This design comes from an exercise in tuning for small area on the open sky130 flow, not from production work. The RTL was checked by simulation tests, not by an equivalence proof against the original design. Power is estimated from default activity; no workload was simulated.

## flow/run.sh

```bash
#!/bin/bash
# synth_recipe.tcl (not shown) runs the flow's synth.tcl, then flattens the netlist and writes it again
# the make line also repeats each setting of config.mk as NAME=value (left out here)
make -C /OpenROAD-flow-scripts/flow DESIGN_CONFIG=/design/flow/config.mk WORK_HOME=/design/flow/orfs CLKGATE_MAP_FILE= SYNTH_SCRIPT=/design/flow/synth_recipe.tcl finish
```

## flow/config.mk

```make
export PLATFORM = sky130hd
export DESIGN_NAME = owl_ctrl
export DESIGN_NICKNAME = owl_ctrl
export VERILOG_FILES = /design/flow/design.v
export SDC_FILE = /design/flow/constraint.sdc
export NUM_CORES = 4
export LEC_CHECK = 0
export CAP_MARGIN = 20
export CORE_MARGIN = 2
export CORE_UTILIZATION = 40
export SLEW_MARGIN = 20
```

## flow/constraint.sdc

```tcl
create_clock -name core_clock -period 10.0 [get_ports {clk}]
set_input_delay 2.0000 -clock core_clock [delete_from_list [all_inputs] [get_ports {clk}]]
set_output_delay 2.0000 -clock core_clock [all_outputs]
set_load 0.01 [all_outputs]
```

## flow/design.v

```verilog
module  crc16(
  input   wire          rst,
  input   wire          clk,
  input   wire          crc_en,
  input   wire          crc_clr,
  input   wire          crc_typ,
  input   wire          crc_calcu,
  input   wire  [7:0]   crc_din,
  output  wire  [15:0]  crc_dout,
  output  wire          crc_rlt
);
reg           crc_calcu_r;
reg   [15:0]  crcdata;
wire  [7:0]   ch;
always
@(negedge rst or posedge clk)
begin
  if(~rst)
  begin
    crc_calcu_r<=1'b0;
    crcdata <= 16'hffff;
  end
  else  
  begin
    crc_calcu_r <=  crc_calcu;
    if(~crc_en | crc_clr) crcdata <=  16'hffff;
    if(crc_en & crc_calcu & ~crc_calcu_r)
    begin
      crcdata <= {ch,crcdata[15:8]}^{5'h0,ch,3'h0}^{12'h0,ch[7:4]};
    end
  end
end
assign ch = (crc_din[7:0]^crcdata[7:0])^{crc_din[3:0]^crcdata[3:0],4'h0};
assign crc_dout = (crc_typ)?crcdata:~crcdata; 
assign crc_rlt=(crc_dout==16'h0)?1'b1:1'b0;
endmodule
`timescale 1ns/1ns
module owl_trcv
#(
  parameter   CNT_WIDTH     = 8     
)
(
  input   wire                    rst       ,
  input   wire                    clk       ,
  input   wire                    owl_di    ,
  output  reg                     owl_do    ,
  output  reg                     owl_oe    ,
  output  wire  [CNT_WIDTH-1:0]   rx_bps    ,
  input   wire  [CNT_WIDTH-1:0]   bps_set   ,
  input   wire                    bsyn_en   ,
  input   wire                    fsyn_en   ,
  input   wire  [7:0]             fsyn_head ,
  input   wire                    owl_rx_en ,
  input   wire                    owl_wctrl ,
  input   wire                    owl_rctrl ,
  input   wire  [7:0]             owl_wdata ,
  output  wire  [7:0]             owl_rdata ,
  output  reg                     owl_wflag ,
  output  reg                     owl_rflag ,
  output  reg                     rxbit_err ,
  output  reg                     owl_rxsof ,
  output  reg                     owl_rxeof
);
reg     owl_di_r0;
reg     owl_di_r1;
wire    owl_di_pos;
wire    owl_di_neg;
wire    owl_di_edge;
always
@(negedge rst or posedge clk)
begin
  if(~rst)
  begin
    owl_di_r0<=1'b0;
    owl_di_r1<=1'b0;
  end
  else  
  begin
    owl_di_r0<=owl_di;
    owl_di_r1<=owl_di_r0;
  end
end
assign  owl_di_pos =  owl_di_r0  & ~owl_di_r1;
assign  owl_di_neg = ~owl_di_r0  &  owl_di_r1;
assign  owl_di_edge=  owl_di_pos |  owl_di_neg;
reg   [2:0]   pstate,nstate;
localparam    s_owl_idle          = 3'h0;
localparam    s_owl_rx_fsyn       = 3'h1;
localparam    s_owl_rx_data       = 3'h2;
localparam    s_owl_tx_bsyn       = 3'h3;
localparam    s_owl_tx_fsyn       = 3'h4;
localparam    s_owl_tx_data       = 3'h5;
localparam    s_owl_tx_eof        = 3'h6;
localparam    s_owl_tx_stop       = 3'h7;
reg   [CNT_WIDTH-1:0]   clk_cnt;
reg   [3-1:0]       qbit_cnt;
reg   [2:0]             bit_cnt;
wire  [2:0]             bit_cnt_inc;
reg   [7:0]             shift_reg;
reg   [7:0]             owl_buff;
reg                     bit_stream;
reg   [CNT_WIDTH-1:0]   owl_high_width;
reg   [CNT_WIDTH-1:0]   rx_brate_width;
reg                     owl_oe_w;
reg                     owl_do_w;
always
@(negedge rst or posedge clk)
begin
  if(~rst)
    pstate<=s_owl_idle;
  else  
    pstate<=nstate;
end
always
@(*)
begin
  nstate  = pstate;
  case(pstate)
    s_owl_idle:
      if(owl_di_edge & owl_rx_en)   nstate  = s_owl_rx_fsyn;
      else if(owl_wctrl)
      begin
        if(bsyn_en)                 nstate  = s_owl_tx_bsyn;
        else if(fsyn_en)            nstate  = s_owl_tx_fsyn;
        else                        nstate  = s_owl_tx_data;
      end
    s_owl_rx_fsyn:
      if(rxbit_err)                 nstate  = s_owl_idle;
      else if(shift_reg==fsyn_head & owl_di_pos)
                                    nstate  = s_owl_rx_data;
    s_owl_rx_data:
      if(rxbit_err)                 nstate  = s_owl_idle;
      else if((qbit_cnt==3'h4))    nstate  = s_owl_idle;
    s_owl_tx_bsyn:
      if(bit_cnt==3'h7 & (qbit_cnt==3'h2) & clk_cnt==bps_set)
                                    nstate  = s_owl_tx_fsyn;
    s_owl_tx_fsyn:
      if(bit_cnt==3'h7 & (qbit_cnt==3'h2) & clk_cnt==bps_set)
                                    nstate  = s_owl_tx_data;
    s_owl_tx_data:
      if(bit_cnt==3'h7 & (qbit_cnt==3'h2) & clk_cnt==bps_set & ~owl_wflag)
                                    nstate  = s_owl_tx_eof;
    s_owl_tx_eof:
      if(bit_cnt==3'h1 & (qbit_cnt==3'h2) & clk_cnt==bps_set)
                                    nstate  = s_owl_tx_stop;
    s_owl_tx_stop:
      if(bit_cnt==3'h3 & (qbit_cnt==3'h2) & clk_cnt==bps_set)
                                    nstate  = s_owl_idle;
  endcase
end
always
@(negedge rst or posedge clk)
begin
  if(~rst)
    clk_cnt<={CNT_WIDTH{1'b0}};
  else  
  begin
    if(pstate!=nstate)
      clk_cnt<={CNT_WIDTH{1'b0}};
    else if(pstate==s_owl_tx_bsyn | pstate==s_owl_tx_fsyn | pstate==s_owl_tx_data | pstate==s_owl_tx_eof | pstate==s_owl_tx_stop)
    begin
      if(clk_cnt==bps_set)  clk_cnt<={CNT_WIDTH{1'b0}};
      else                  clk_cnt<=clk_cnt+1'b1;
    end
    else if(pstate==s_owl_rx_fsyn)
    begin
      if(owl_di_pos | owl_di_neg)
        clk_cnt<={CNT_WIDTH{1'b0}};
      else if(clk_cnt==rx_brate_width)
        clk_cnt<={CNT_WIDTH{1'b0}};
      else
        clk_cnt<=clk_cnt+1'b1;
    end
    else if(pstate==s_owl_rx_data)
    begin
      if(owl_di_pos | owl_di_neg)
        clk_cnt<={CNT_WIDTH{1'b0}};
      else if(clk_cnt==(rx_brate_width+rx_bps))
        clk_cnt<={CNT_WIDTH{1'b0}};
      else
        clk_cnt<=clk_cnt+1'b1;
    end
  end
end
always
@(negedge rst or posedge clk)
begin
  if(~rst)
    qbit_cnt<={(3){1'b0}};
  else  
  begin
    if(pstate!=nstate)
      qbit_cnt<={(3){1'b0}};
    else if(pstate>=s_owl_rx_fsyn & pstate<s_owl_tx_bsyn)
    begin
      if(owl_di_pos) qbit_cnt<={(3){1'b0}};
      else if(owl_di_neg) qbit_cnt<=qbit_cnt+1'b1;
      else if(clk_cnt>=(rx_brate_width+rx_bps))  qbit_cnt<=qbit_cnt+1'b1;
    end
    else if(pstate==s_owl_tx_bsyn | pstate==s_owl_tx_fsyn | pstate==s_owl_tx_data | pstate==s_owl_tx_eof | pstate==s_owl_tx_stop)
    begin
      if(clk_cnt==bps_set)
      begin
        if((qbit_cnt==3'h2)) qbit_cnt<={(3){1'b0}};
        else                  qbit_cnt<=qbit_cnt+1'b1;
      end
    end
  end
end
assign  bit_cnt_inc = bit_cnt+1'b1;
always
@(negedge rst or posedge clk)
begin
  if(~rst)
    bit_cnt<=3'h0;
  else  
  begin
    if(pstate!=nstate)
      bit_cnt<=3'h0;
    else
    begin
      if(nstate==s_owl_rx_fsyn | nstate==s_owl_rx_data)
      begin
        if(owl_di_pos)  bit_cnt<=bit_cnt_inc;
      end
      else if(nstate==s_owl_tx_bsyn | nstate==s_owl_tx_fsyn | nstate==s_owl_tx_data | pstate==s_owl_tx_eof | pstate==s_owl_tx_stop)
      begin
        if((qbit_cnt==3'h2) & clk_cnt==bps_set) bit_cnt<=bit_cnt_inc;
      end
    end
  end
end
always
@(negedge rst or posedge clk)
begin
  if(~rst)
    owl_rxsof <=  1'b0;
  else  
    owl_rxsof <= (pstate==s_owl_rx_fsyn & nstate==s_owl_rx_data);
end
always
@(negedge rst or posedge clk)
begin
  if(~rst)
    owl_rxeof <=  1'b0;
  else  
  begin
    if(pstate==s_owl_rx_data & nstate!=pstate)
      owl_rxeof <=  1'b1;
    else
      owl_rxeof <=  1'b0;
  end
end
always
@(negedge rst or posedge clk)
begin
  if(~rst)
    owl_high_width <={CNT_WIDTH{1'b0}};
  else  
  begin
    if(owl_di_neg)
      owl_high_width <=clk_cnt;
  end
end
always
@(*)
begin
  rxbit_err=1'b0;
  if(pstate==s_owl_rx_fsyn | pstate==s_owl_rx_data)
  begin
    if(owl_di_edge & (clk_cnt<={{(CNT_WIDTH-2){1'b0}},2'h0})) rxbit_err=1'b1;
    if(& clk_cnt) rxbit_err=1'b1;
  end
end
always
@(negedge rst or posedge clk)
begin
  if(~rst)
    bit_stream  <=  1'b0;
  else  
  begin
    if(owl_di_pos)
    begin
      if     (owl_high_width<clk_cnt) bit_stream<=1'b1;
      else if(clk_cnt<owl_high_width) bit_stream<=1'b0;
    end
  end
end
always
@(negedge rst or posedge clk)
begin
  if(~rst)
    rx_brate_width  <={CNT_WIDTH{1'b0}};
  else  
  begin
    if(nstate==s_owl_rx_fsyn)
    begin
      if(owl_di_pos)  rx_brate_width <={CNT_WIDTH{1'b0}};
      else rx_brate_width<=rx_brate_width + 1'b1;
    end
  end
end
always
@(negedge rst or posedge clk)
begin
  if(~rst)
    shift_reg<=8'hff;
  else  
  begin
    case(nstate)
      s_owl_tx_fsyn:
        if(pstate!=s_owl_tx_fsyn)  shift_reg<=fsyn_head;
        else if((qbit_cnt==3'h2) & clk_cnt==bps_set)  shift_reg<={shift_reg[6:0],1'b0};
      s_owl_tx_data:
        if((qbit_cnt==3'h2) & clk_cnt==bps_set)
        begin
          if(bit_cnt==3'h7 & owl_wflag)
            shift_reg<=owl_buff;
          else
            shift_reg<={shift_reg[6:0],1'b0};
        end
      s_owl_rx_fsyn:
        if(owl_di_pos) shift_reg<={shift_reg[6:0],bit_stream};
      s_owl_rx_data:
        if(owl_di_pos) shift_reg<={shift_reg[6:0],bit_stream};
      default:  shift_reg<=8'h0;
    endcase
  end
end
always
@(negedge rst or posedge clk)
begin
  if(~rst)
    owl_buff<=8'hff;
  else  
  begin
    if(nstate==s_owl_idle | nstate==s_owl_tx_bsyn | nstate==s_owl_tx_fsyn | nstate==s_owl_tx_data)
    begin
      if(owl_wctrl) owl_buff<=owl_wdata;
    end
    else if(nstate==s_owl_rx_fsyn | nstate==s_owl_rx_data)
    begin
      if(bit_cnt==3'h7 & ~(| clk_cnt)) owl_buff<=shift_reg;
    end
  end
end
assign  owl_rdata=owl_buff;
always
@(negedge rst or posedge clk)
begin
  if(~rst)
  begin
    owl_rflag<=1'b0;
    owl_wflag<=1'b0;
  end
  else  
  begin
    if(owl_rctrl) owl_rflag<=1'b0;
    if(nstate==s_owl_idle | nstate==s_owl_tx_bsyn | nstate==s_owl_tx_fsyn | nstate==s_owl_tx_data)
    begin
      if(nstate==s_owl_tx_data & bit_cnt==3'h7 & (qbit_cnt==3'h2) & clk_cnt==bps_set) owl_wflag<=1'b0;
    end
    else if(nstate==s_owl_rx_data)
    begin
      if(bit_cnt==3'h7 & qbit_cnt=={(3){1'b0}} & ~(| clk_cnt)) owl_rflag<=1'b1;
    end
    if(owl_wctrl) owl_wflag<=1'b1;
  end
end
always
@(*)
begin
  case(pstate)
    s_owl_tx_bsyn: begin owl_oe_w=1'b1;  owl_do_w=((qbit_cnt==3'h0));end
    s_owl_tx_fsyn: begin owl_oe_w=1'b1;  owl_do_w=(shift_reg[7])?((qbit_cnt==3'h0)):((qbit_cnt<=3'h1));  end
    s_owl_tx_data: begin owl_oe_w=1'b1;  owl_do_w=(shift_reg[7])?((qbit_cnt==3'h0)):((qbit_cnt<=3'h1));  end
    s_owl_tx_eof:  begin owl_oe_w=1'b1;  owl_do_w=((qbit_cnt==3'h0));end
    default:       begin owl_oe_w=1'b0;  owl_do_w=1'b0;            end
  endcase
end
always
@(negedge rst or posedge clk)
begin
  if(~rst)
  begin
    owl_oe  <=  1'b0;
    owl_do  <=  1'b0;
  end
  else  
  begin
    owl_oe  <=  owl_oe_w;
    owl_do  <=  owl_do_w;
  end
end
assign  rx_bps  = rx_brate_width[CNT_WIDTH-1:1]-rx_brate_width[CNT_WIDTH-1:2]+1'b1;
endmodule
`timescale 1ns/1ns
module owl_ctrl
#(
  parameter   CNT_WIDTH     = 12      
)
(
  input   wire          rst         ,
  input   wire          clk         ,
  input   wire          clk_sel     ,
  input   wire          owl_di_w    ,
  output  wire          owl_do_w    ,
  output  wire          owl_oe_w    ,
  input   wire          sfr_ready   ,
  input   wire  [7:0]   sfr_rdata   ,
  output  reg   [7:0]   sfr_wdata   ,
  output  reg   [5:0]   sfr_addrs   ,
  output  reg           sfr_rctrl   ,
  output  reg           sfr_wctrl
);
localparam    s_owl_idle      = 4'h0;
localparam    s_owl_rx_cmd    = 4'h1;
localparam    s_owl_rx_size   = 4'h2;
localparam    s_owl_rx_data   = 4'h3;
localparam    s_owl_rx_crc1   = 4'h4;
localparam    s_owl_rx_crc0   = 4'h5;
localparam    s_owl_rx_eof    = 4'h6;
localparam    s_owl_rx2tx     = 4'h7;
localparam    s_owl_tx_start  = 4'h8;
localparam    s_owl_tx_fsyn   = 4'h9;
localparam    s_owl_tx_data   = 4'ha;
localparam    s_owl_tx_wait   = 4'hb;
localparam    s_owl_tx_crc1   = 4'hc;
localparam    s_owl_tx_crc0   = 4'hd;
localparam    s_owl_tx_eof    = 4'he;
localparam    s_owl_rx_ovf    = 4'hf;
reg   [3:0]           pstate,nstate;
reg   [CNT_WIDTH-1:0] clk_cnt   ;
reg                   cmd_reg   ;
reg   [5:0]           addr_reg  ;
reg   [5:0]           size_reg  ;
reg   [5:0]           byte_cnt  ;
reg   [7:0]           wdata_reg ;
wire  [CNT_WIDTH-1:0] rx_bps    ;
reg   [CNT_WIDTH-1:0] bps_set   ;
wire                  bsyn_en   ;
wire                  fsyn_en   ;
wire  [7:0]           fsyn_head ;
wire                  owl_rx_en ;
reg                   owl_wctrl ;
reg                   owl_rctrl ;
reg   [7:0]           owl_wdata ;
wire  [7:0]           owl_rdata ;
wire                  owl_wflag ;
wire                  owl_rflag ;
wire                  owl_bterr ;
wire                  owl_rxsof ;
wire                  owl_rxeof ;
reg                   crc_clr   ;
reg                   crc_calcu ;
reg   [7:0]           crc_din   ;
wire  [15:0]          crc_dout  ;
wire                  crc_rlt   ;
reg                   rxcrc_err ;
reg                   rxcmd_err ;
reg                   rxbit_err ;
reg                   rxovf_err ;
always
@(negedge rst or posedge clk)
begin
  if(~rst)
    pstate<=s_owl_idle;
  else  
    pstate<=nstate;
end
always
@(*)
begin
  nstate  = pstate;
  case(pstate)
    s_owl_idle:     if(owl_rxsof)             nstate  = s_owl_rx_cmd  ;
    s_owl_rx_cmd:   if(& clk_cnt)             nstate  = s_owl_rx_ovf  ;
                    else if(owl_rflag)        nstate  = s_owl_rx_size ;
    s_owl_rx_size:  if(& clk_cnt)             nstate  = s_owl_rx_ovf  ;
                    else if(owl_rflag)
                    begin
                      if(cmd_reg)             nstate  = s_owl_rx_data ;
                      else                    nstate  = s_owl_rx_crc1 ;
                    end
    s_owl_rx_data:  if(& clk_cnt)             nstate  = s_owl_rx_ovf  ;
                    else if(owl_rflag)        nstate  = s_owl_rx_crc1 ;
    s_owl_rx_crc1:  if(& clk_cnt)             nstate  = s_owl_rx_ovf  ;
                    else if(owl_rflag)        nstate  = s_owl_rx_crc0 ;
    s_owl_rx_crc0:  if(& clk_cnt)             nstate  = s_owl_rx_ovf  ;
                    else if(owl_rflag)        nstate  = s_owl_rx_eof  ;
    s_owl_rx_eof:   if(& clk_cnt)             nstate  = s_owl_rx_ovf  ;
                    else if(owl_rxeof)        nstate  = s_owl_rx2tx   ;
    s_owl_rx_ovf:   if(clk_cnt==rx_bps)       nstate  = s_owl_rx2tx   ;
    s_owl_rx2tx:    if(rxcrc_err | rxcmd_err | rxbit_err | rxovf_err)
                                              nstate  = s_owl_idle;
                    else if(clk_cnt==rx_bps)  nstate  = s_owl_tx_start;
    s_owl_tx_start: if(sfr_ready)             nstate  = s_owl_tx_fsyn ;
    s_owl_tx_fsyn:  if(~owl_wflag)
                    begin
                      if(cmd_reg)             nstate  = s_owl_tx_crc1 ;
                      else                    nstate  = s_owl_tx_data ;
                    end
    s_owl_tx_data:                            nstate  = s_owl_tx_wait ;
    s_owl_tx_wait:  if(~owl_wflag)
                    begin
                      if(byte_cnt==size_reg)  nstate  = s_owl_tx_crc1 ;
                      else                    nstate  = s_owl_tx_data ;
                    end
    s_owl_tx_crc1:  if(~owl_wflag)            nstate  = s_owl_tx_crc0 ;
    s_owl_tx_crc0:  if(~owl_wflag)            nstate  = s_owl_tx_eof  ;
    s_owl_tx_eof:   if(clk_cnt==12'h010)      nstate  = s_owl_idle    ;
  endcase
end
always
@(negedge rst or posedge clk)
begin
  if(~rst)
    clk_cnt<={CNT_WIDTH{1'b0}};
  else  
  begin
    if(pstate!=nstate)
      clk_cnt<={CNT_WIDTH{1'b0}};
    else
      clk_cnt<=clk_cnt+1'b1;
  end
end
always
@(negedge rst or posedge clk)
begin
  if(~rst)
  begin
    rxcrc_err <=  1'b0;
    rxcmd_err <=  1'b0;
    rxbit_err <=  1'b0;
    rxovf_err <=  1'b0;
  end
  else  
  begin
    if(pstate==s_owl_rx_eof & clk_cnt=={CNT_WIDTH{1'b0}}) rxcrc_err <=  ~crc_rlt;
    if(pstate==s_owl_rx_ovf)  rxovf_err <=  1'b1;
    if(owl_bterr)             rxbit_err <=  1'b1;
    if(pstate==s_owl_tx_eof | pstate==s_owl_idle)
    begin
      rxbit_err <=  1'b0;
      rxovf_err <=  1'b0;
      rxcrc_err <=  1'b0;
    end
  end
end
always
@(negedge rst or posedge clk)
begin
  if(~rst)
  begin
    cmd_reg     <=  1'b0;
    addr_reg    <=  6'h0;
    size_reg    <=  6'h0;
    byte_cnt    <=  6'h0;
    wdata_reg   <=  8'h0;
  end
  else  
  begin
    if(pstate==s_owl_rx_cmd   & pstate!=nstate) {cmd_reg,addr_reg}  <=  {owl_rdata[7],owl_rdata[5:0]};
    if(pstate==s_owl_rx_size  & pstate!=nstate) size_reg            <=  owl_rdata[5:0];
    if(pstate==s_owl_rx_data  & pstate!=nstate) wdata_reg           <=  owl_rdata;
    if(pstate==s_owl_rx_eof   & pstate!=nstate) byte_cnt            <=  6'h0;
    if(pstate==s_owl_tx_data  & pstate!=nstate)
    begin
                                                byte_cnt            <=  byte_cnt+1'b1;
                                                addr_reg            <=  addr_reg+1'b1;
    end
    if(pstate==s_owl_tx_eof   & pstate!=nstate)
    begin                                       cmd_reg             <=  1'b0;
                                                addr_reg            <=  6'h0;
                                                size_reg            <=  6'h0;
                                                byte_cnt            <=  6'h0;
    end
  end
end
always
@(*)
begin
  sfr_addrs = addr_reg;
  sfr_wdata = wdata_reg;
  sfr_wctrl = 1'b0;
  sfr_rctrl = ~cmd_reg;
  if(pstate==s_owl_rx_eof & ~(| clk_cnt))  sfr_wctrl = (crc_rlt & cmd_reg);
end
assign    bsyn_en   = 1'b1;
assign    fsyn_en   = 1'b1;
assign    fsyn_head = 8'h1d;
assign    owl_rx_en = 1'b1;
always
@(*)
begin
  bps_set   = rx_bps;
  if(clk_sel  & rx_bps<=12'h040)  bps_set = 12'h040;
end
always
@(*)
begin
  owl_wctrl = 1'b0;
  owl_wdata = 8'h0;
  owl_rctrl = 1'b0;
  case(nstate)
    s_owl_rx_size:  owl_rctrl = 1'b1;
    s_owl_rx_data:  owl_rctrl = 1'b1;
    s_owl_rx_crc1:  owl_rctrl = 1'b1;
    s_owl_rx_crc0:  owl_rctrl = 1'b1;
    s_owl_rx_eof:   owl_rctrl = 1'b1;
    s_owl_tx_fsyn:  if(pstate!=nstate) begin owl_wctrl = 1'b1; owl_wdata = {1'b1,rxovf_err,3'h0,rxcrc_err,rxcmd_err,rxbit_err};  end
    s_owl_tx_data:  if(pstate!=nstate) begin owl_wctrl = ~owl_wflag; owl_wdata = sfr_rdata;  end
    s_owl_tx_crc1:  if(pstate!=nstate) begin owl_wctrl = 1'b1; owl_wdata = crc_dout[7:0]; end
    s_owl_tx_crc0:  if(pstate!=nstate) begin owl_wctrl = 1'b1; owl_wdata = crc_dout[15:8];  end
    default:        ;
  endcase
end
owl_trcv
#(  .CNT_WIDTH(CNT_WIDTH) )
u_owl(
  .rst        (rst        ),
  .clk        (clk        ),
  .owl_di     (owl_di_w   ),
  .owl_do     (owl_do_w   ),
  .owl_oe     (owl_oe_w   ),
  .rx_bps     (rx_bps     ),
  .bps_set    (bps_set    ),
  .bsyn_en    (bsyn_en    ),
  .fsyn_en    (fsyn_en    ),
  .fsyn_head  (fsyn_head  ),
  .owl_rx_en  (owl_rx_en  ),
  .owl_wctrl  (owl_wctrl  ),
  .owl_rctrl  (owl_rctrl  ),
  .owl_wdata  (owl_wdata  ),
  .owl_rdata  (owl_rdata  ),
  .owl_wflag  (owl_wflag  ),
  .owl_rflag  (owl_rflag  ),
  .rxbit_err  (owl_bterr  ),
  .owl_rxsof  (owl_rxsof  ),
  .owl_rxeof  (owl_rxeof  )
);
always
@(*)
begin
  crc_clr   = 1'b0;
  crc_calcu = 1'b0;
  crc_din   = 8'h0;
  if(pstate!=nstate)
  begin
    case(pstate)
      s_owl_rx_cmd:   begin   crc_calcu = 1'b1; crc_din = owl_rdata;  end
      s_owl_rx_size:  begin   crc_calcu = 1'b1; crc_din = owl_rdata;  end
      s_owl_rx_data:  begin   crc_calcu = 1'b1; crc_din = owl_rdata;  end
      s_owl_rx_crc1:  begin   crc_calcu = 1'b1; crc_din = owl_rdata;  end
      s_owl_rx_crc0:  begin   crc_calcu = 1'b1; crc_din = owl_rdata;  end
      s_owl_rx_eof :  begin   crc_clr   = 1'b1;                       end
      s_owl_tx_start: begin   crc_calcu = 1'b1; crc_din = owl_wdata;  end
      s_owl_tx_data:  begin   crc_calcu = 1'b1; crc_din = owl_wdata;  end
      s_owl_tx_eof:   begin   crc_clr   = 1'b1;                       end
    endcase
  end
end
crc16   u_crc(
  .rst        (rst        ),
  .clk        (clk        ),
  .crc_en     (1'b1       ),
  .crc_clr    (crc_clr    ),
  .crc_typ    (1'b1       ),
  .crc_calcu  (crc_calcu  ),
  .crc_din    (crc_din    ),
  .crc_dout   (crc_dout   ),
  .crc_rlt    (crc_rlt    )
);
endmodule
```

==> results of run 1 <==
kinds of logic (layout without fill, tap and decap cells):
| logic type | count (synthesis) | after routing | synth area share |
|---|---|---|---|
| DFF | 133 | 133 | 0.323 |
| AOI/OAI and AO/OA | 286 | 286 | 0.185 |
| adders and majority gates | 81 | 81 | 0.0980 |
| xor gates and xnor gates | 99 | 99 | 0.0885 |
| muxes | 53 | 53 | 0.0562 |
| and+or+nand+nor | 416 | 416 | 0.205 |
| buffers and inverters | 115 | 129 | 0.0443 |
worst max-delay path, delay by kind of cell (launching register included):
kind	cells	cell delay [ns]
xor gates and xnor gates	1	0.15
and+or+nand+nor	5	1.25
muxes	2	0.70
AOI/OAI and AO/OA	5	2.47
adders and majority gates	3	0.86
DFF	1	0.47
buffers and inverters	3	0.24
layer usage:
layer,GRT usage,up-vias,part of all wire
li1,-,4270,-
met1,0.288,4287,0.47
met2,0.338,210,0.47
met3,0.0357,35,0.042
met4,0.0525,0,0.016
met5,0,-,0
stage by stage:
step / cells / setup WS (ns) / area (um^2) / utilization / total power [W]
finish: 1532 / 3.76 / 11600 / 0.448 / 0.00261
global route: 1532 / 3.17 / 11600 / 0.448 / 0.00280
CTS: 1532 / 3.73 / 11600 / 0.448 / 0.00262
detailed placement: 1500 / 3.54 / 11000 / 0.424 / 0.00193
global placement: 1500 / 3.70 / 11000 / 0.424 / 0.00191
floorplan: 1183 / 4.77 / 10400 / - / 0.00163
cells in the mapped netlist, types with 4 or more instances:
cell | number | area share
o211ai_1 | 6 | 0.0043
or3_1 | 7 | 0.0042
nor3b_1 | 11 | 0.0079
dfstp_2 | 32 | 0.081
dfrtp_1 | 101 | 0.24
nand2b_1 | 19 | 0.011
a31oi_1 | 5 | 0.0030
a22o_1 | 8 | 0.0067
o21a_1 | 7 | 0.0050
a21oi_1 | 68 | 0.033
o41ai_1 | 4 | 0.0034
buf_2 | 8 | 0.0038
nor2b_1 | 15 | 0.0090
xor2_1 | 42 | 0.035
clkbuf_1 | 41 | 0.015
a211oi_1 | 11 | 0.0079
a32oi_1 | 5 | 0.0042
nor2_1 | 110 | 0.040
o31ai_1 | 8 | 0.0058
xnor3_1 | 4 | 0.0087
or2_2 | 5 | 0.0030
nor4_1 | 14 | 0.0084
mux2_1 | 5 | 0.0054
ha_1 | 80 | 0.096
nor3_1 | 26 | 0.012
mux2i_1 | 12 | 0.012
mux2_2 | 35 | 0.038
inv_1 | 61 | 0.022
a21boi_0 | 13 | 0.0094
a221o_1 | 9 | 0.0087
nand2_1 | 93 | 0.034
o22ai_1 | 5 | 0.0030
nand4_1 | 27 | 0.016
and2_1 | 10 | 0.0060
xnor2_1 | 53 | 0.045
nand3_1 | 35 | 0.017
and3_1 | 19 | 0.011
and4_1 | 4 | 0.0034
o21ai_0 | 79 | 0.038
a21o_1 | 15 | 0.011
report_power, final:
group          leakage, nW  internal (W)  switching (W)
clock                0.311      0.000396       0.000273
combinational         3.00      0.000534       0.000778
sequential            1.65      0.000569      0.0000559
cell type report:
cell class	instances	area (um^2)	area share
multi-input cells	935	6590	0.569
clock inverters	11	120	0.0104
inverters	62	245	0.0212
repair buffers	35	339	0.0293
clock buffers	21	504	0.0435
flip-flops and latches	133	3370	0.291
well taps	335	419	0.0362
path summary, 6_finish.rpt:
| check | endpoint | slack, ns | from | depth (start not counted) |
|---|---|---|---|---|
| min reg2reg | u_owl.owl_di_r1 | 0.41 | u_owl.owl_di_r0 | 0 |
| max reg2reg | u_owl.owl_buff[1] | 3.76 | u_owl.rx_brate_width[2] | 19 |
| max in group asynchronous | u_owl.owl_do | 7.19 | rst | 2 |
| min in group asynchronous | byte_cnt[2] | 1.64 | rst | 1 |
| min | u_owl.owl_di_r1 | 0.41 | u_owl.owl_di_r0 | 0 |
| max | u_owl.owl_buff[1] | 3.76 | u_owl.rx_brate_width[2] | 19 |
==> impl_metrics.yaml, run 1 <==
clocking:
  post_cts.resized_instances: 0
  cts_root_buf: "clkbuf_16"
  cts.clk_slew.worst_paths_ns: 0.06
  number_of_clock_sinks_seen_by_cts: 133
  cts_max_level: 4
  tritoncts: "built"
  insertion_delay_ns: 0.43
  tritoncts.num_buffers: 17
  post-cts-setup-buffer-count: 0
  clk_path_buf_depth: 2
  cts.hold.buffers_added: 0
run:
  number_of_max_capacitance_violations_reported: 0
critical_path:
  setup.worst_path.end_class: "flip-flop"
  cp_data_required_time_ns: 10.35
  setup.worst_path.start_class: "flip-flop"
  critPathMaxFanout: 28
  worst-endpoint-arrival_ns: 6.59
  worst-setup-path-type: "reg -> reg"
  critical_path.cell_chain: "inv_1 -> ha_1 -> inv_1 -> ha_1 -> inv_1 -> fa_1 -> nand2b_1 -> a211oi_2 -> or4_4 -> nand3_2 -> xnor2_1 -> or4_4 -> o21ai_4 -> a21oi_1 -> a31oi_2 -> nor2_2 -> a311oi_4 -> mux2_2 -> mux2_1"
  critical_path.slowest_cell: "o21ai_4"
  slowest_delay_ns: 0.68
  critPathMostFrequentCell: "inv_1"
sta:
  tightestPinTransition_ns: 0.975
  maxSlewViolCount: 0
  maxSlewHeadroom: 0.350
  final_min_period_over_clock_period: 0.624
  layout_min_cycle_time_ns: 6.24
  max_freq_mhz: 160
  fin_skew_ns: 0.0141
  setup_viol: 0
  hold_slack_ns: 0.411
  grt_setup_unrepaired: "false"
  setup-tns-final_ns: 0
  hold_viol: 0
synthesis:
  syn_nets: 1277
  synth_top_flop_cell: "dfrtp_1"
  seq_cells_post_synth: 133
  synth_cells: 1183
  synth_cell_types: 85
  synth_area_per_inst_um2: 8.80
  synth-edff-count: 0
  yosysSeqAreaShare: 0.323
  postSynth.asyncResetShare: 1.00
  total_of_warnings_raised_by_yosys: 3
  mappedNetlistArea_um2: 10400
final_layout:
  largest_register_ff_count: 16
  finalNetCount: 1278
  antennaDiodeCount: 0
  drive_above_1_share: 0.110
  mostFrequentLayoutCells: "nor2_1 (110), dfrtp_1 (101), nand2_1 (93), ha_1 (80), o21ai_0 (79)"
  largest-register: "u_crc.crcdata"
  commonest_non_fill_non_tap_cell_in_the_layout: "nor2_1"
  area_growth_pct: 11.2
  fillerInstances: 2547
run_status:
  outcome: "timing/DRC/antenna clean"
floorplanning:
  core.rowCount: 59
  die_area_um2: 27300
  design.portCount: 31
  core-area_um2: 25800
  start_util: 0.403
  die-height_um: 165
  die_width_um: 165
grt:
  grt_max_degree: 82
  antenna_found_initial: 0
  global_route.usage.total: 0.208
  grt_pass1_wl_um: 44800
  grt_overflow: 0
  first_global_vias: 8414
drt:
  drt_pre_antenna_iters: 5
  routed-via-count: 8802
  postRouteWirelength_um: 27900
  antenna_violating_nets_post_route: 0
  post_drt_via_cell_ratio: 5.75
  detail_route.iter0.violations: 688
  drc: 0
  drt-wirelength-per-cell_um: 18.2
placement:
  gp_congestion: 0.897
  dp.final_hpwl_um: 20300
  io_buffers: 30
power_and_ir_drop:
  static-leakage-power_nw: 4.96
  maximum_resistive_drop_on_vdd_v: 0.000102
  powerDensity_nw_per_um2: 225
worst_hold_path:
  hold_path.class: "reg -> reg"
==> run 2: changes to the inputs <==
--- a/flow/config.mk
+++ b/flow/config.mk
@@ -6,6 +6,7 @@
 export NUM_CORES = 4
 export LEC_CHECK = 0
+export ABC_AREA = 1
 export CAP_MARGIN = 20
 export CORE_MARGIN = 2
-export CORE_UTILIZATION = 40
+export CORE_UTILIZATION = 60
 export SLEW_MARGIN = 20
==> run 2 against run 1 <==
Compared with the run above:
- global-route usage up 14 points
- still clean
- final cell count up 16%
- power down 41%
- count of clock-buffer cells in the layout down 2
- sequential share of layout area down 0.21 points
- setup slack better by 0.46 ns
- highest routed layer unchanged
- synthesized cell count up 27%
==> impl_metrics.yaml, run 2 <==
grt:
  first_global_vias: 9868
  global_route.usage.total: 0.346
  antenna_found_initial: 0
  grt_pass1_wl_um: 50300
  grt_max_degree: 83
  grt_overflow: 0
critical_path:
  cp_data_required_time_ns: 10.30
  setup.worst_path.start_class: "flip-flop"
  r2r-start: "u_owl.rx_brate_width[2]"
  startpoint: "u_owl.rx_brate_width[2]"
  setup.worst_path.end_class: "flip-flop"
  critPathMostFrequentCell: "inv_1"
  slowest_delay_ns: 0.52
  worst-setup-path-type: "reg -> reg"
  critPathMaxFanout: 6
  critical_path.slowest_cell: "fa_1"
  worst-endpoint-arrival_ns: 6.07
  reg2reg_slack_ns: 4.22
worst_hold_path:
  hold_path.class: "reg -> reg"
  worst_hold_startpoint: "u_owl.owl_di_r0"
drt:
  postRouteWirelength_um: 31200
  detail_route.iter0.violations: 1028
  antenna_violating_nets_post_route: 0
  drt_pre_antenna_iters: 7
  drc: 0
  routed-via-count: 10500
  drt-wirelength-per-cell_um: 17.6
  post_drt_via_cell_ratio: 5.93
synthesis:
  compound_gate_fraction_of_synth_area: 0.129
  synth_cell_types: 54
  synth_simple_gate_area_frac: 0.328
  yosys.area_share.xor_xnor: 0.0413
  netlist_top_cells_area: "dfrtp_1 (24%), nand2_1 (14%), ha_1 (9.4%), dfstp_2 (7.9%), inv_1 (7.2%)"
  combinational_family_with_the_most_area_after_synthesis: "simple AND/OR/NAND/NOR gates"
  synth-edff-count: 0
  synth_area_per_inst_um2: 7.03
  yosys-mux-area-fraction: 0
  total_of_warnings_raised_by_yosys: 3
  synth_cells: 1507
  synth.top_cells.by_count: "nand2_1 (384), inv_1 (204), nand3_1 (132)"
  seq_cells_post_synth: 133
  top_count_cell_post_synth: "nand2_1"
  yosysSeqAreaShare: 0.318
  synth_adder_area_share: 0.0964
  synth_top_flop_cell: "dfrtp_1"
  yosys.area.top_type: "dfrtp_1"
  mappedNetlistArea_um2: 10600
  syn_nets: 1601
  post-synth-top-area-fraction: 0.239
  postSynth.asyncResetShare: 1.00
power_and_ir_drop:
  p_int_w: 0.00104
  static-leakage-power_nw: 5.69
  power.clock.fraction: 0.413
  power_switching_share: 0.324
  p_sw_w: 0.000496
  powerDensity_nw_per_um2: 131
  maximum_resistive_drop_on_vdd_v: 0.000130
  p_seq_frac: 0.406
  comb_power_share: 0.181
sta:
  tightestPinTransition_ns: 1.10
  hold_slack_ns: 0.420
  setup_viol: 0
  fin_skew_ns: 0.0140
  final_min_period_over_clock_period: 0.578
  hold_viol: 0
  layout_min_cycle_time_ns: 5.78
  maxSlewHeadroom: 0.259
  maxSlewViolCount: 0
  grt_setup_unrepaired: "false"
  setup-tns-final_ns: 0
  max_freq_mhz: 173
floorplanning:
  die_width_um: 137
  die_area_um2: 18700
  core-area_um2: 17300
  start_util: 0.612
  core.rowCount: 48
  design.portCount: 31
  die-height_um: 137
run:
  number_of_max_capacitance_violations_reported: 0
placement:
  gp_congestion: 1.00
  place_inst: 1743
  dp.final_hpwl_um: 23500
  io_buffers: 30
clocking:
  insertion_delay_ns: 0.43
  number_of_clock_sinks_seen_by_cts: 133
  cts.hold.buffers_added: 0
  tritoncts.num_buffers: 17
  tritoncts: "built"
  cts.clk_slew.worst_paths_ns: 0.07
  post_cts.resized_instances: 0
  cts_max_level: 4
  post-cts-setup-buffer-count: 0
  clk_path_buf_depth: 2
  cts_root_buf: "clkbuf_16"
final_layout:
  area_growth_pct: 10.1
  commonest_non_fill_non_tap_cell_in_the_layout: "nand2_1"
  number_of_non_filler_instances_in_the_completed_layout: 1775
  largest_register_ff_count: 16
  fillerInstances: 1616
  largest-register: "u_crc.crcdata"
  mostFrequentLayoutCells: "nand2_1 (384), inv_1 (204), nand3_1 (132), nor2_1 (124), dfrtp_1 (101)"
  finalNetCount: 1631
  drive_above_1_share: 0.0845
  antennaDiodeCount: 0
run_status:
  outcome: "timing/DRC/antenna clean"
## run 2: cell types whose count changed after synthesis, sizes merged, moves of 21 or more
| cell | delta |
|---|---|
| nand2 | +315 |
| inv | +154 |
| nand3 | +105 |
| mux2 | -41 |
| xnor2 | -39 |
| clkbuf | -31 |
| nor2 | +21 |
## run 2: layer usage
layer  GRT usage  part of all wire  vias up
met4      0.0974             0.022        0
met2       0.530              0.44      450
met3      0.0700             0.088       61
met5           0                 0        -
li1            -                 -     5084
met1       0.496              0.45     4928
## run 2: path summary, 6_finish.rpt
check / end / cells after the start
max: u_owl.clk_cnt[9] / 30
min: u_owl.owl_di_r1 / 0
max reg2reg: u_owl.clk_cnt[9] / 30
min reg2reg: u_owl.owl_di_r1 / 0
max in group asynchronous: pstate[3] / 2
min in group asynchronous: u_owl.rx_brate_width[8] / 1
## run 2: cell families (layout without fill, tap and decap cells)
group | Yosys count | after routing
buf+inv | 237 | 280
simple gates | 772 | 772
fa+ha+maj | 81 | 81
compound gates | 234 | 234
flops | 133 | 133
xor+xnor | 50 | 50
## run 2: per-stage QoR
step | utilization | total power (W) | cell area, um^2 | setup slack, ns
floorplan | - | 0.000805 | 10600 | 4.97
global placement | 0.640 | 0.000894 | 11100 | 4.50
detailed placement | 0.640 | 0.000903 | 11100 | 4.27
CTS | 0.674 | 0.00153 | 11700 | 4.27
global route | 0.674 | 0.00161 | 11700 | 3.63
finish | 0.674 | 0.00153 | 11700 | 4.22
## run 2: layout make-up
cell class / instances / area, um^2 / area share
clock buffers: 19 / 453 / 0.0388
inverters: 217 / 815 / 0.0698
repair buffers: 31 / 313 / 0.0268
clock inverters: 13 / 131 / 0.0113
well taps: 225 / 282 / 0.0241
multi-input cells: 1137 / 6300 / 0.540
flip-flops and latches: 133 / 3370 / 0.289
## run 2: critical path: cells and delay by family, from the launching register on
kind | cells | cell delay (ns)
XOR/XNOR | 1 | 0.08
flip-flops | 1 | 0.42
AO/OA/AOI/OAI | 11 | 1.99
adder cells (fa/ha/maj) | 5 | 1.65
AND/OR/NAND/NOR | 8 | 1.10
buffers and inverters | 5 | 0.40
## run 2: power groups by stage
| stage | clock (W) | combinational (W) | sequential, W |
|---|---|---|---|
| floorplan | 0 | 0.000193 | 0.000612 |
| global placement | 0 | 0.000266 | 0.000629 |
| detailed placement | 0 | 0.000274 | 0.000629 |
| CTS | 0.000638 | 0.000277 | 0.000620 |
| global route | 0.000662 | 0.000322 | 0.000625 |
| finish | 0.000633 | 0.000278 | 0.000622 |
==> run 3: changes to the inputs <==
--- a/flow/config.mk
+++ b/flow/config.mk
@@ -10,3 +10,6 @@
 export CORE_MARGIN = 2
 export CORE_UTILIZATION = 60
+export CTS_CLUSTER_DIAMETER = 150
+export CTS_CLUSTER_SIZE = 40
+export PLACE_DENSITY = 0.7
 export SLEW_MARGIN = 20
==> run 3 against run 2 <==
Compared with the run above:
- global-route usage stayed put
- maximum frequency is the same
- non-clock buffer count unchanged
- still clean
- count of clock-buffer cells in the layout unchanged
- setup slack stayed put
- clock skew did not move
- critical path type unchanged
- clock power barely moved
- synthesized cell count is the same
- worst hold slack unchanged
==> impl_metrics.yaml, run 3 <==
synthesis:
  postSynth.asyncResetShare: 1.00
  yosys.area.top_type: "dfrtp_1"
  yosysSeqAreaShare: 0.318
  seq_cells_post_synth: 133
  yosys-mux-area-fraction: 0
  yosys.area_share.xor_xnor: 0.0413
  syn_nets: 1601
  synth_top_flop_cell: "dfrtp_1"
  total_of_warnings_raised_by_yosys: 3
  synth_cells: 1507
  synth_area_per_inst_um2: 7.03
  synth_simple_gate_area_frac: 0.328
  synth.top_cells.by_count: "nand2_1 (384), inv_1 (204), nand3_1 (132)"
  post-synth-top-area-fraction: 0.239
  compound_gate_fraction_of_synth_area: 0.129
  synth_adder_area_share: 0.0964
  top_count_cell_post_synth: "nand2_1"
  synth_cell_types: 54
  synth-edff-count: 0
  combinational_family_with_the_most_area_after_synthesis: "simple AND/OR/NAND/NOR gates"
  netlist_top_cells_area: "dfrtp_1 (24%), nand2_1 (14%), ha_1 (9.4%), dfstp_2 (7.9%), inv_1 (7.2%)"
  mappedNetlistArea_um2: 10600
power_and_ir_drop:
  powerDensity_nw_per_um2: 131
  maximum_resistive_drop_on_vdd_v: 0.000130
  power_switching_share: 0.324
  comb_power_share: 0.181
  p_int_w: 0.00104
  p_sw_w: 0.000496
  p_seq_frac: 0.406
  power.clock.fraction: 0.413
  static-leakage-power_nw: 5.69
run_status:
  outcome: "timing/DRC/antenna clean"
sta:
  maxSlewViolCount: 0
  fin_skew_ns: 0.0140
  grt_setup_unrepaired: "false"
  final_min_period_over_clock_period: 0.578
  hold_viol: 0
  maxSlewHeadroom: 0.259
  tightestPinTransition_ns: 1.10
  finalWorstSetupSlack_ns: 4.22
  setup_viol: 0
  layout_min_cycle_time_ns: 5.78
  setup-tns-final_ns: 0
  hold_slack_ns: 0.420
  max_freq_mhz: 173
floorplanning:
  die-height_um: 137
  design.portCount: 31
  start_util: 0.612
  core-area_um2: 17300
  die_width_um: 137
  die_area_um2: 18700
  core.rowCount: 48
drt:
  antenna_violating_nets_post_route: 0
  detail_route.iter0.violations: 1028
  drt_pre_antenna_iters: 7
  routed-via-count: 10500
  post_drt_via_cell_ratio: 5.93
  postRouteWirelength_um: 31200
  drc: 0
  drt-wirelength-per-cell_um: 17.6
clocking:
  cts.hold.buffers_added: 0
  cts.clk_slew.worst_paths_ns: 0.07
  post-cts-setup-buffer-count: 0
  post_cts.resized_instances: 0
  number_of_clock_sinks_seen_by_cts: 133
  tritoncts: "built"
  cts_root_buf: "clkbuf_16"
  clk_path_buf_depth: 2
  tritoncts.num_buffers: 17
  insertion_delay_ns: 0.43
  cts_max_level: 4
placement:
  dp_worst_setup_slack_ns: 4.27
  gp_congestion: 1.00
  dp.final_hpwl_um: 23500
  place_inst: 1743
  io_buffers: 30
grt:
  global_route.usage.total: 0.346
  grt_max_degree: 83
  first_global_vias: 9868
  grt_overflow: 0
  grt_pass1_wl_um: 50300
  antenna_found_initial: 0
final_layout:
  largest_register_ff_count: 16
  largest-register: "u_crc.crcdata"
  fillerInstances: 1616
  commonest_non_fill_non_tap_cell_in_the_layout: "nand2_1"
  drive_above_1_share: 0.0845
  mostFrequentLayoutCells: "nand2_1 (384), inv_1 (204), nand3_1 (132), nor2_1 (124), dfrtp_1 (101)"
  finalNetCount: 1631
  number_of_non_filler_instances_in_the_completed_layout: 1775
  area_growth_pct: 10.1
  antennaDiodeCount: 0
critical_path:
  worst-setup-path-type: "reg -> reg"
  setup.worst_path.start_class: "flip-flop"
  cp_data_required_time_ns: 10.30
  crit-reg2reg-capture: "u_owl.clk_cnt[9]"
  critical_path.slowest_cell: "fa_1"
  endpoint: "u_owl.clk_cnt[9]"
  critPathMostFrequentCell: "inv_1"
  setup.worst_path.end_class: "flip-flop"
  startpoint: "u_owl.rx_brate_width[2]"
  r2r-start: "u_owl.rx_brate_width[2]"
  slowest_delay_ns: 0.52
  critPathMaxFanout: 6
  worst-r2r-cell-count: 30
  worst-endpoint-arrival_ns: 6.07
  reg2reg_slack_ns: 4.22
run:
  number_of_max_capacitance_violations_reported: 0
worst_hold_path:
  cell_count_of_the_worst_hold_path: 0
  hold_path.class: "reg -> reg"
## run 3: power groups by stage
stage | logic (W) | registers (W) | clock network (W)
after floorplan | 0.000193 | 0.000612 | 0
after global placement | 0.000266 | 0.000629 | 0
after detailed placement | 0.000274 | 0.000629 | 0
after CTS | 0.000277 | 0.000620 | 0.000638
after global routing | 0.000322 | 0.000625 | 0.000662
final | 0.000278 | 0.000622 | 0.000633
## run 3: worst max-delay path, delay by kind of cell (launching register included)
family,cells,cell delay (ns)
adder cells (fa/ha/maj),5,1.65
AO/OA/AOI/OAI,11,1.99
XOR/XNOR,1,0.08
buffers and inverters,5,0.40
AND/OR/NAND/NOR,8,1.10
flip-flops,1,0.42
## run 3: per-layer routing
metal  GRT usage  routed length, um  vias to the layer above
li1            -                  -                     5084
met1       0.496              14000                     4928
met2       0.530              13700                      450
met3      0.0700               2750                       61
met4      0.0974                679                        0
met5           0                  0                        -
## run 3: worst min path at each step
stage / endpoint / slack [ns] / startpoint
CTS: u_owl.owl_di_r1 / 0.42 / u_owl.owl_di_r0
global route: u_owl.owl_di_r1 / 0.45 / u_owl.owl_di_r0
finish: u_owl.owl_di_r1 / 0.42 / u_owl.owl_di_r0
global placement: u_owl.owl_di_r1 / 0.39 / u_owl.owl_di_r0
floorplan: u_owl.owl_di_r1 / 0.38 / u_owl.owl_di_r0
detailed placement: u_owl.owl_di_r1 / 0.39 / u_owl.owl_di_r0
## run 3: kinds of logic (layout without fill, tap and decap cells)
kind of cell    Yosys count  in the layout
simple gates            772            772
fa+ha+maj                81             81
compound gates          234            234
buf+inv                 237            280
flops                   133            133
xor+xnor                 50             50
## run 3: metrics by stage
stage / power, W / util / instance area, um^2
after floorplan: 0.000805 / - / 10600
after detailed placement: 0.000903 / 0.640 / 11100
after global placement: 0.000894 / 0.640 / 11100
final: 0.00153 / 0.674 / 11700
after global routing: 0.00161 / 0.674 / 11700
after CTS: 0.00153 / 0.674 / 11700
## run 3: layout make-up
cell class | instances | area, um^2 | area share
flip-flops and latches | 133 | 3370 | 0.289
inverters | 217 | 815 | 0.0698
clock inverters | 13 | 131 | 0.0113
repair buffers | 31 | 313 | 0.0268
clock buffers | 19 | 453 | 0.0388
multi-input cells | 1137 | 6300 | 0.540
well taps | 225 | 282 | 0.0241
==> run 4: changes to the inputs <==
==> flow/flow/run.sh (new file) <==
#!/bin/bash
# Own flow: the standard synthesis, then an area re-map of the combinational
# logic (flip-flops untouched), then the standard layout from floorplan on.
set -euo pipefail
HERE=$(pwd)
RES=$HERE/orfs/results/$FLOW_PLATFORM/owl_ctrl/base
LIB=$FLOW_HOME/platforms/sky130hd/lib/sky130_fd_sc_hd__tt_025C_1v80.lib

bash standard.sh synth > $HERE/log_1_standard_synth.log 2>&1
cp $RES/1_2_yosys.v $HERE/std_1_2_yosys.v

REMAP_LIB=$LIB REMAP_NET=$HERE/std_1_2_yosys.v REMAP_OUT=$HERE/remap.v \
REMAP_DONTUSE=$HERE/flow/dontuse.txt REMAP_ABC=$HERE/flow/area.abc REMAP_STAT=$HERE/remap_stat.txt \
  yosys -c $HERE/flow/remap.tcl > $HERE/log_2_remap.log 2>&1

# prove the re-mapped netlist equals the standard one before using it
yosys -p "read_liberty -ignore_miss_func $LIB; read_verilog $HERE/std_1_2_yosys.v; rename $FLOW_TOP gold; \
  read_verilog $HERE/remap.v; rename $FLOW_TOP gate; flatten gold gate; async2sync; \
  rename -hide gold/w:_* gate/w:_*; opt_clean -purge; \
  equiv_make gold gate eq; hierarchy -top eq; equiv_simple; equiv_induct; equiv_status -assert" > $HERE/log_3_equiv.log 2>&1

cp $HERE/remap.v $RES/1_2_yosys.v
rm -f $RES/1_synth.odb
bash standard.sh > $HERE/log_4_standard_layout.log 2>&1
test -f out/final.def
==> flow/flow/area.abc (new file) <==
strash
&get -n
&deepsyn -T 60
&put
dch -f
amap
topo
==> flow/flow/dontuse.txt (new file) <==
-dont_use sky130_fd_sc_hd__lpflow_bleeder_1 -dont_use sky130_fd_sc_hd__lpflow_clkbufkapwr_1 -dont_use sky130_fd_sc_hd__lpflow_clkbufkapwr_16 -dont_use sky130_fd_sc_hd__lpflow_clkbufkapwr_2 -dont_use sky130_fd_sc_hd__lpflow_clkbufkapwr_4 -dont_use sky130_fd_sc_hd__lpflow_clkbufkapwr_8 -dont_use sky130_fd_sc_hd__lpflow_clkinvkapwr_1 -dont_use sky130_fd_sc_hd__lpflow_clkinvkapwr_16 -dont_use sky130_fd_sc_hd__lpflow_clkinvkapwr_2 -dont_use sky130_fd_sc_hd__lpflow_clkinvkapwr_4 -dont_use sky130_fd_sc_hd__lpflow_clkinvkapwr_8 -dont_use sky130_fd_sc_hd__lpflow_decapkapwr_12 -dont_use sky130_fd_sc_hd__lpflow_decapkapwr_3 -dont_use sky130_fd_sc_hd__lpflow_decapkapwr_4 -dont_use sky130_fd_sc_hd__lpflow_decapkapwr_6 -dont_use sky130_fd_sc_hd__lpflow_decapkapwr_8 -dont_use sky130_fd_sc_hd__lpflow_inputiso0n_1 -dont_use sky130_fd_sc_hd__lpflow_inputiso0p_1 -dont_use sky130_fd_sc_hd__lpflow_inputiso1n_1 -dont_use sky130_fd_sc_hd__lpflow_inputiso1p_1 -dont_use sky130_fd_sc_hd__lpflow_inputisolatch_1 -dont_use sky130_fd_sc_hd__lpflow_isobufsrc_1 -dont_use sky130_fd_sc_hd__lpflow_isobufsrc_16 -dont_use sky130_fd_sc_hd__lpflow_isobufsrc_2 -dont_use sky130_fd_sc_hd__lpflow_isobufsrc_4 -dont_use sky130_fd_sc_hd__lpflow_isobufsrc_8 -dont_use sky130_fd_sc_hd__lpflow_isobufsrckapwr_16 -dont_use sky130_fd_sc_hd__lpflow_lsbuf_lh_hl_isowell_tap_1 -dont_use sky130_fd_sc_hd__lpflow_lsbuf_lh_hl_isowell_tap_2 -dont_use sky130_fd_sc_hd__lpflow_lsbuf_lh_hl_isowell_tap_4 -dont_use sky130_fd_sc_hd__lpflow_lsbuf_lh_isowell_4 -dont_use sky130_fd_sc_hd__lpflow_lsbuf_lh_isowell_tap_1 -dont_use sky130_fd_sc_hd__lpflow_lsbuf_lh_isowell_tap_2 -dont_use sky130_fd_sc_hd__lpflow_lsbuf_lh_isowell_tap_4 -dont_use sky130_fd_sc_hd__probe_p_8 -dont_use sky130_fd_sc_hd__probec_p_8 
==> flow/flow/remap.tcl (new file) <==
# Re-map the combinational logic of the standard synthesis netlist for area.
# The flip-flops are kept as they are (same instances, names and cell types).
set lib $::env(REMAP_LIB)
set net $::env(REMAP_NET)
set out $::env(REMAP_OUT)
set dontuse [string trim [read [open $::env(REMAP_DONTUSE)]]]
yosys read_liberty -ignore_miss_func $lib
yosys read_verilog $net
yosys hierarchy -top $::env(FLOW_TOP)
yosys setattr -mod -set keep_hierarchy 1 sky130_fd_sc_hd__df*
yosys flatten
yosys rename -hide w:*.*
yosys opt_clean -purge
yosys abc -liberty $lib {*}$dontuse -script $::env(REMAP_ABC)
yosys rename -hide w:*.*
yosys splitnets
yosys opt_clean -purge
yosys tee -o $::env(REMAP_STAT) stat -liberty $lib
yosys select $::env(FLOW_TOP)
yosys write_verilog -noattr -selected $out
==> flow/standard.sh (new file) <==
#!/bin/bash
# synth_recipe.tcl (not shown) runs the flow's synth.tcl, then flattens the netlist and writes it again
# the make line also repeats each setting of config.mk as NAME=value (left out here)
make -C /OpenROAD-flow-scripts/flow DESIGN_CONFIG=/design/flow/config.mk WORK_HOME=/design/flow/orfs CLKGATE_MAP_FILE= SYNTH_SCRIPT=/design/flow/synth_recipe.tcl "${@:-finish}"
--- a/flow/config.mk
+++ b/flow/config.mk
@@ -6,10 +6,6 @@
 export NUM_CORES = 4
 export LEC_CHECK = 0
-export ABC_AREA = 1
 export CAP_MARGIN = 20
 export CORE_MARGIN = 2
 export CORE_UTILIZATION = 60
-export CTS_CLUSTER_DIAMETER = 150
-export CTS_CLUSTER_SIZE = 40
-export PLACE_DENSITY = 0.7
 export SLEW_MARGIN = 20
removed: flow/run.sh
==> run 4 against run 3 <==
Compared with the run above:
- wire length shrank 30%
- critical endpoint is now u_owl.shift_reg[2]
- sequential power down 12%
- via count fell by 27%
- power fell by 19%
- critical path depth up 5
- still clean
- maximum frequency decreased by 28%
==> impl_metrics.yaml, run 4 <==
run_status:
  outcome: "timing/DRC/antenna clean"
critical_path:
  worst-setup-path-type: "reg -> reg"
  critical_path.slowest_cell: "or4_1"
  reg2reg_slack_ns: 1.97
  setup.worst_path.start_class: "flip-flop"
  worst-endpoint-arrival_ns: 8.38
  critPathMaxFanout: 11
  startpoint: "u_owl.rx_brate_width[3]"
  slowest_delay_ns: 0.73
  critPathMostFrequentCell: "clkinv_1"
  cp_data_required_time_ns: 10.34
  r2r-start: "u_owl.rx_brate_width[3]"
  setup.worst_path.end_class: "flip-flop"
clocking:
  cts_max_level: 4
  post-cts-setup-buffer-count: 0
  post_cts.resized_instances: 0
  cts.clk_slew.worst_paths_ns: 0.06
  cts_root_buf: "clkbuf_16"
  number_of_clock_sinks_seen_by_cts: 133
  clk_path_buf_depth: 2
  cts.hold.buffers_added: 0
  insertion_delay_ns: 0.43
  tritoncts.num_buffers: 17
  tritoncts: "built"
floorplanning:
  design.portCount: 31
  die_area_um2: 13600
  core-area_um2: 12500
  start_util: 0.610
  die-height_um: 117
  core.rowCount: 41
  die_width_um: 117
sta:
  tightestPinTransition_ns: 1.03
  finalWorstSetupSlack_ns: 1.97
  setup_viol: 0
  grt_setup_unrepaired: "false"
  maxSlewViolCount: 0
  hold_viol: 0
  max_freq_mhz: 124
  final_min_period_over_clock_period: 0.803
  fin_skew_ns: 0.00837
  setup-tns-final_ns: 0
  layout_min_cycle_time_ns: 8.03
  maxSlewHeadroom: 0.308
placement:
  gp_congestion: 0.977
  dp.final_hpwl_um: 15900
  dp_worst_setup_slack_ns: 2.26
  io_buffers: 30
  place_inst: 1186
  placed_cell_area_um2: 8200
drt:
  postRouteWirelength_um: 21700
  post_drt_via_cell_ratio: 6.35
  routed-via-count: 7730
  drc: 0
  antenna_violating_nets_post_route: 0
  routed_length_on_met2_um: 9230
  drt_pre_antenna_iters: 8
  detail_route.iter0.violations: 904
  met3WireLength_um: 2060
  highest_layer: "met4"
  post_route_m1_wl_um: 10100
  drt-wirelength-per-cell_um: 17.8
synthesis:
  synth_area_per_inst_um2: 7.81
  synth_cells: 978
  syn_nets: 991
  mappedNetlistArea_um2: 7640
  total_of_warnings_raised_by_yosys: 3
power_and_ir_drop:
  power_switching_share: 0.207
  static-leakage-power_nw: 3.31
  p_seq_frac: 0.442
  power.clock.fraction: 0.530
  p_sw_w: 0.000257
  powerDensity_nw_per_um2: 141
  comb_power_share: 0.028
  p_int_w: 0.000984
  maximum_resistive_drop_on_vdd_v: 0.000112
final_layout:
  antennaDiodeCount: 0
  largest-register: "u_crc.crcdata"
  fin_area_um2: 8820
  mostFrequentLayoutCells: "nor2_1 (194), clkinv_1 (149), dfrtp_1 (101), o21ai_0 (83), nand2_1 (68)"
  area_growth_pct: 15.4
  largest_register_ff_count: 16
  drive_above_1_share: 0.0641
  finalNetCount: 1046
  number_of_non_filler_instances_in_the_completed_layout: 1218
  commonest_non_fill_non_tap_cell_in_the_layout: "nor2_1"
run:
  number_of_max_capacitance_violations_reported: 0
grt:
  antenna_found_initial: 0
  grt_max_degree: 87
  grt_pass1_wl_um: 34700
  first_global_vias: 6755
  global_route.usage.total: 0.331
  grt_overflow: 0
worst_hold_path:
  hold_path.class: "reg -> reg"
  worst_hold_startpoint: "u_owl.owl_di_r0"
run 4: final cells by class:
cell class                 count  area (um^2)
fill                        1073         3700
sequential                   133         3370
multi-input combinational    696         3710
timing repair buffer          36          347
clock buffer                  23          468
inverter                     149          559
tap                          172          215
clock inverter                 9          150
run 4: worst max-delay path, delay by kind of cell, from the launching register on:
family / cells / cell delay (ns)
flops: 1 / 0.56
compound gates: 6 / 1.64
buf+inv: 11 / 1.78
simple gates: 18 / 4.00
run 4: final timing paths:
kind	end	depth (start not counted)
min reg2reg	u_owl.owl_di_r1	0
max in group asynchronous	wdata_reg[7]	2
min in group asynchronous	u_owl.owl_high_width[9]	1
min	u_owl.owl_di_r1	0
max reg2reg	u_owl.shift_reg[2]	35
max	u_owl.shift_reg[2]	35
run 4: per-layer routing:
metal,vias to the layer above,GRT usage
met5,-,0
met4,0,0.0910
met3,29,0.0870
met2,385,0.466
met1,3638,0.507
li1,3678,-
run 4: stage by stage:
stage	util	hold slack, ns	power [W]
global route	0.704	0.422	0.00127
floorplan	-	0.374	0.000571
finish	0.704	0.398	0.00124
detailed placement	0.655	0.392	0.000592
global placement	0.655	0.393	0.000592
CTS	0.704	0.405	0.00125
run 4: power groups by stage:
stage	registers, W	clock network (W)	logic (W)
6_report	0.000549	0.000658	0.0000348
5_1_grt	0.000549	0.000686	0.0000398
4_1_cts	0.000549	0.000662	0.0000353
3_5_place_dp	0.000558	0	0.0000348
3_3_place_gp	0.000558	0	0.0000345
2_1_floorplan	0.000556	0	0.0000144
==> run 5: changes to the inputs <==
--- a/flow/config.mk
+++ b/flow/config.mk
@@ -8,4 +8,4 @@
 export CAP_MARGIN = 20
 export CORE_MARGIN = 2
-export CORE_UTILIZATION = 60
+export CORE_UTILIZATION = 75
 export SLEW_MARGIN = 20
==> run 5 against run 4 <==
Compared with the run above:
- power decreased by 6.7%
- sequential power barely moved
- critical endpoint is now u_owl.shift_reg[4]
- global-route usage is 15 points higher
- count of clock-buffer cells in the layout down 2
- area after synthesis did not move
==> impl_metrics.yaml, run 5 <==
grt:
  grt_pass1_wl_um: 40800
  global_route.usage.total: 0.477
  grt_overflow: 0
  first_global_vias: 7868
  antenna_found_initial: 0
  grt_max_degree: 84
sta:
  tightestPinTransition_ns: 1.08
  maxSlewViolCount: 0
  setup-tns-final_ns: 0
  max_freq_mhz: 120
  setup_viol: 0
  final_min_period_over_clock_period: 0.831
  maxSlewHeadroom: 0.277
  grt_setup_unrepaired: "false"
  fin_skew_ns: 0.0159
  layout_min_cycle_time_ns: 8.31
  hold_viol: 0
final_layout:
  largest_register_ff_count: 16
  fin_area_um2: 8680
  antennaDiodeCount: 0
  commonest_non_fill_non_tap_cell_in_the_layout: "nor2_1"
  fillerInstances: 518
  layout.area.seq_um2: 3370
  largest-register: "u_crc.crcdata"
  drive_above_1_share: 0.0661
  finalNetCount: 1044
  multi_input_comb_area_um2: 3710
  area_growth_pct: 13.7
  number_of_non_filler_instances_in_the_completed_layout: 1177
  mostFrequentLayoutCells: "nor2_1 (194), clkinv_1 (149), dfrtp_1 (101), o21ai_0 (83), nand2_1 (68)"
drt:
  drc: 0
  antenna_violating_nets_post_route: 0
  routed-via-count: 8572
  detail_route.iter0.violations: 1537
  drt-wirelength-per-cell_um: 21.8
  post_drt_via_cell_ratio: 7.28
  drt_pre_antenna_iters: 7
  postRouteWirelength_um: 25700
placement:
  gp_congestion: 1.01
  dp.final_hpwl_um: 16700
  place_inst: 1145
  io_buffers: 30
  placed_cell_area_um2: 8140
clocking:
  tritoncts: "built"
  number_of_clock_sinks_seen_by_cts: 133
  post-cts-setup-buffer-count: 0
  post_cts.resized_instances: 0
  tritoncts.num_buffers: 17
  cts.hold.buffers_added: 0
  clk_path_buf_depth: 2
  cts_root_buf: "clkbuf_8"
  insertion_delay_ns: 0.56
  cts_max_level: 4
  cts.clk_slew.worst_paths_ns: 0.06
synthesis:
  syn_nets: 991
  synth_cells: 978
  mappedNetlistArea_um2: 7640
  synth_area_per_inst_um2: 7.81
  total_of_warnings_raised_by_yosys: 3
floorplanning:
  core-area_um2: 9820
  die_area_um2: 11000
  die_width_um: 105
  die-height_um: 105
  core.rowCount: 36
  start_util: 0.778
  design.portCount: 31
critical_path:
  worst-setup-path-type: "reg -> reg"
  worst-r2r-cell-count: 36
  r2r-start: "u_owl.rx_brate_width[3]"
  worst-endpoint-arrival_ns: 8.77
  setup.worst_path.start_class: "flip-flop"
  critical_path.slowest_cell: "o21ai_0"
  setup.worst_path.end_class: "flip-flop"
  cp_data_required_time_ns: 10.46
  reg2reg_slack_ns: 1.69
  critPathMostFrequentCell: "nor2_1"
  critPathMaxFanout: 11
  slowest_delay_ns: 0.67
  crit-reg2reg-capture: "u_owl.shift_reg[4]"
power_and_ir_drop:
  static-leakage-power_nw: 3.28
  powerDensity_nw_per_um2: 133
  comb_power_share: 0.032
  design_power_total_w: 0.00116
  p_seq_frac: 0.473
  maximum_resistive_drop_on_vdd_v: 0.000150
  power.clock.fraction: 0.494
  power_switching_share: 0.235
  p_int_w: 0.000886
  p_sw_w: 0.000272
worst_hold_path:
  worst_hold_startpoint: "u_owl.owl_di_r0"
  holdPathEnd: "u_owl.owl_di_r1"
  cell_count_of_the_worst_hold_path: 0
  hold_path.class: "reg -> reg"
run_status:
  outcome: "timing/DRC/antenna clean"
run:
  number_of_max_capacitance_violations_reported: 0
==> run 5: cell types whose count changed in the layout (fill, tap and decap cells not counted), sizes merged <==
cell	before	now
clkinv	152	156
bufinv	4	0
clkbuf	23	21
buf	7	5
inv	0	2
==> run 5: final cells by class <==
| type | count | share of cell area |
|---|---|---|
| Clock buffer | 21 | 0.0540 |
| Sequential cell | 133 | 0.388 |
| Timing Repair Buffer | 34 | 0.0386 |
| Clock inverter | 11 | 0.00865 |
| Inverter | 149 | 0.0644 |
| Tap cell | 133 | 0.0192 |
| Multi-Input combinational cell | 696 | 0.427 |
==> run 5: worst max-delay path by stage <==
| stage | start | end | slack [ns] | cells after the start |
|---|---|---|---|---|
| 6_report | u_owl.rx_brate_width[3] | u_owl.shift_reg[4] | 1.69 | 36 |
| 5_1_grt | u_owl.rx_brate_width[3] | u_owl.shift_reg[4] | 0.93 | 35 |
| 3_3_place_gp | u_owl.rx_brate_width[3] | u_owl.owl_buff[4] | 2.74 | 37 |
| 2_1_floorplan | u_owl.rx_brate_width[3] | u_owl.owl_buff[2] | 3.40 | 35 |
| 3_5_place_dp | u_owl.rx_brate_width[3] | u_owl.shift_reg[4] | 2.32 | 35 |
| 4_1_cts | u_owl.rx_brate_width[3] | u_owl.shift_reg[4] | 2.11 | 35 |
==> run 5: power groups by stage <==
stage / registers [W] / logic [W] / clock network [W]
after floorplan: 0.000556 / 0.0000144 / 0
after global placement: 0.000557 / 0.0000334 / 0
after detailed placement: 0.000557 / 0.0000350 / 0
after CTS: 0.000548 / 0.0000365 / 0.000570
after global routing: 0.000549 / 0.0000412 / 0.000593
final: 0.000549 / 0.0000376 / 0.000573
==> run 5: critical path, delay by kind of cell, from the launching register on <==
family          cells  cell delay [ns]
buf+inv             9             1.42
flops               1             0.55
simple gates       20             4.05
compound gates      7             2.17
==> run 5: layer usage <==
layer  wire [um]  vias to the layer above  track usage
li1            -                     3655            -
met1        9410                     3916        0.621
met2       11300                      821        0.725
met3        3730                      180        0.160
met4        1250                        0        0.218
met5           0                        -            0
==> run 5: stage by stage <==
stage,utilization,setup slack [ns],hold WS [ns]
after floorplan,-,3.40,0.374
after global placement,0.828,2.74,0.393
after detailed placement,0.828,2.32,0.395
after CTS,0.884,2.11,0.408
after global routing,0.884,0.931,0.435
final,0.884,1.69,0.417

## what the ideal ports hide
No port has a modelled driver above. Below, the same layouts with a new extraction and two added sets of constraints. Step 1 (the two cells are an assumption about what drives the block):
set clk [get_ports {clk}]
set_driving_cell -lib_cell sky130_fd_sc_hd__clkbuf_16 $clk
set_driving_cell -lib_cell sky130_fd_sc_hd__buf_2 [delete_from_list [all_inputs] $clk]
Step 2 also shifts input and output timing later by t, the mid clock arrival at the registers, as if the neighbouring blocks saw the same clock. a / b / c = ideal ports / drivers / drivers and shift; a / b = the first two.
run	t, ns	setup WS [ns]	worst setup path after step 2	clock arrival spread, ns	worst data-port slew with drivers (ns)
run 1	0.468	3.761 / 3.761 / 3.532	input to register	0.014 / 0.014	0.04
run 2	0.473	4.225 / 4.225 / 4.225	register to register	0.016 / 0.016	0.04
run 3	0.473	4.225 / 4.225 / 4.225	register to register	0.016 / 0.016	0.04
run 4	0.472	1.966 / 1.966 / 1.966	register to register	0.008 / 0.009	0.04
run 5	0.588	1.688 / 1.688 / 1.688	register to register	0.016 / 0.016	0.04
After both steps every run listed still meets setup and hold. For run 1, which loses most, drivers alone change the setup slack by 0.000 ns; drivers and shift together by -0.229 ns.
